From an optimization exercise on the open Yosys and OpenROAD flow, aimed at small area; shortcuts taken in it are not production practice. In this exercise RTL edits were held to simulation tests only and were not proved equivalent to the original. Power figures rest on the tool's default switching activity, not on a simulated workload.

==> flow/design.v (excerpt) <==
module vga_colorbar(
    input  wire        sys_clk,
    input  wire        sys_rst_n,
    output wire        hsync,
    output wire        vsync,
    output wire [15:0] rgb
);
Size: roughly 0.0014 sq mm of cells after synthesis.
==> flow/config.mk <==
export PLATFORM = sky130hd
export DESIGN_NAME = vga_colorbar
export DESIGN_NICKNAME = vga_colorbar
export VERILOG_FILES = /design/flow/design.v
export SDC_FILE = /design/flow/constraint.sdc
export NUM_CORES = 4
export LEC_CHECK = 0
export CAP_MARGIN = 20
export CORE_AREA = 2.3 2.72 59.8 59.84
export CTS_BUF_LIST = sky130_fd_sc_hd__clkbuf_8
export CTS_CLUSTER_DIAMETER = 500
export CTS_CLUSTER_SIZE = 30
export DIE_AREA = 0 0 62 62
export SLEW_MARGIN = 20
==> flow/constraint.sdc <==
create_clock -name core_clock -period 20.0 [get_ports {sys_clk}]
set_input_delay 4.0000 -clock core_clock [delete_from_list [all_inputs] [get_ports {sys_clk}]]
set_output_delay 4.0000 -clock core_clock [all_outputs]
set_load 0.01 [all_outputs]
standard.sh (not shown) runs the stock make flow with config.mk's settings and CLKGATE_MAP_FILE= SYNTH_SCRIPT=/design/flow/synth_recipe.tcl, a recipe that flattens the netlist after the stock synthesis.
==> flow/flow/run.sh <==
#!/bin/bash
# Layout flow: the standard flow (standard.sh), with two changes:
#  - synthesis is the standard flow's own script (synth_recipe.tcl), except that ABC maps
#    the logic with an area-oriented script (area.abc) instead of ORFS's
#    delay-oriented one, and Yosys's half/full-adder extraction is skipped so
#    that ABC sees all the logic; the registers, their names and cell types
#    are those of the standard synthesis;
#  - the port buffers are sky130_fd_sc_hd__buf_1.
# ORFS writes each tool's log under orfs/logs; make's output is in flow_make.log.
set -euo pipefail
W=$(pwd)
export MY_FLOW_DIR="$W/flow"
bash standard.sh "SYNTH_SCRIPT=$W/flow/my_synth.tcl" \
    "BUFFER_PORTS_ARGS=-buffer_cell sky130_fd_sc_hd__buf_1" finish > "$W/flow_make.log" 2>&1
==> flow/flow/area.abc <==
strash
dch -f
&get -n
&nf -R 1000 -a
&put
topo
==> flow/flow/my_synth.tcl <==
# The standard flow's synthesis script (synth_recipe.tcl) with two changes: ABC runs
# flow/area.abc (area-oriented mapping) instead of ORFS's script, and
# extract_fa (half/full-adder extraction) is skipped.
proc abc {args} {
  set i [lsearch -exact $args -script]
  if { $i >= 0 } {
    lset args [expr { $i + 1 }] $::env(MY_FLOW_DIR)/area.abc
  }
  puts "abc (area script): $args"
  yosys abc {*}$args
}
proc extract_fa {args} {
  puts "extract_fa skipped"
}
source $::env(MY_FLOW_DIR)/../synth_recipe.tcl
Change:
CTS_BUF_LIST = sky130_fd_sc_hd__clkbuf_16   (was sky130_fd_sc_hd__clkbuf_8)
After rerunning:
- The changed run passed the timing, DRC and antenna checks
- clock skew hardly moves
- design area went up by a few percent
- worst hold slack got worse by 0.0037 ns
- power went up by about a fifth
- first-iteration DRC count rose by roughly a tenth
- non-clock buffer count stays the same
- register-to-register slack is about the same
- setup slack improves by 0.042 ns
- global-route usage is about the same
- area after synthesis does not change


Setup of job 101:
vga_colorbar, a different RTL version from the one above (not shown whole).
For scale: ~21 flip-flops, about 20 I/O pins, roughly 1300 um2 of cells after synthesis.
==> flow/config.mk <==
export PLATFORM = sky130hd
export DESIGN_NAME = vga_colorbar
export DESIGN_NICKNAME = vga_colorbar
export VERILOG_FILES = /design/flow/design.v
export SDC_FILE = /design/flow/constraint.sdc
export NUM_CORES = 4
export LEC_CHECK = 0
export CAP_MARGIN = 20
export CORE_AREA = 2.3 2.72 59.8 59.84
export DIE_AREA = 0 0 62 62
export GPL_TIMING_DRIVEN = 0
export PLACE_DENSITY = 0.9
export SLEW_MARGIN = 20
==> flow/constraint.sdc <==
create_clock -name core_clock -period 20.0 [get_ports {sys_clk}]
set_input_delay 4.0000 -clock core_clock [delete_from_list [all_inputs] [get_ports {sys_clk}]]
set_output_delay 4.0000 -clock core_clock [all_outputs]
set_load 0.01 [all_outputs]
==> flow/flow/area.abc <==
strash
dch -f
amap
topo
==> flow/flow/my_synth.tcl <==
# The standard flow's synthesis script (synth_recipe.tcl) with two changes: ABC runs
# flow/area.abc (area-oriented mapping) instead of ORFS's script, and
# extract_fa (half/full-adder extraction) is skipped.
proc abc {args} {
  set i [lsearch -exact $args -script]
  if { $i >= 0 } {
    lset args [expr { $i + 1 }] $::env(MY_FLOW_DIR)/area.abc
  }
  puts "abc (area script): $args"
  yosys abc {*}$args
}
proc extract_fa {args} {
  puts "extract_fa skipped"
}
proc insbuf {args} {
  puts "insbuf skipped"
}
source $::env(MY_FLOW_DIR)/../synth_recipe.tcl
Scripts as last shown in full above: flow/flow/run.sh
No stage failed in job 101, and the final checks on the layout all came back clean.
Here is what was changed in the inputs of job 102 compared with job 101.
- removing GPL_TIMING_DRIVEN (formerly 0)
diff --git a/flow/flow/my_synth.tcl b/flow/flow/my_synth.tcl
--- a/flow/flow/my_synth.tcl
+++ b/flow/flow/my_synth.tcl
@@ -15,3 +14,0 @@
-proc insbuf {args} {
-  puts "insbuf skipped"
-}
## What came out
Compared with job 101, in job 102 core occupancy in the finished layout roughly the same, number of cells in the finished layout apart from fillers rose 1, number of global-route vias before repair went up 1.1%. Compared with job 101, job 102 shows a lower measured slew at the worst slew-check pin.

[afterwards: timing with drivers on the ports]
Ports are ideal in the flow. The routed layouts listed here were re-timed in OpenROAD.
Step 1, drivers: a clkbuf_16 drives sys_clk and a buf_2 each remaining input, both assumed.
Step 2, shift: input delay + t, output delay - t, t = (earliest + latest rising clock arrival at the registers) / 2. This alone moves slack from input paths to output paths.
Slacks: no drivers / after step 1 / after step 2; pairs: no drivers / after step 1.
run | t, ns | setup slack, ns | worst data-port slew with drivers (ns)
the first run of note 1 | 0.276 | 13.264 / 13.239 / 13.514 | 0.03
the second run of note 1 | 0.274 | 13.306 / 13.279 / 13.553 | 0.03
job 101 | 0.325 | 12.825 / 12.803 / 13.128 | 0.03
job 102 | 0.326 | 12.862 / 12.842 / 13.168 | 0.03
After both steps every run listed still meets setup and hold.
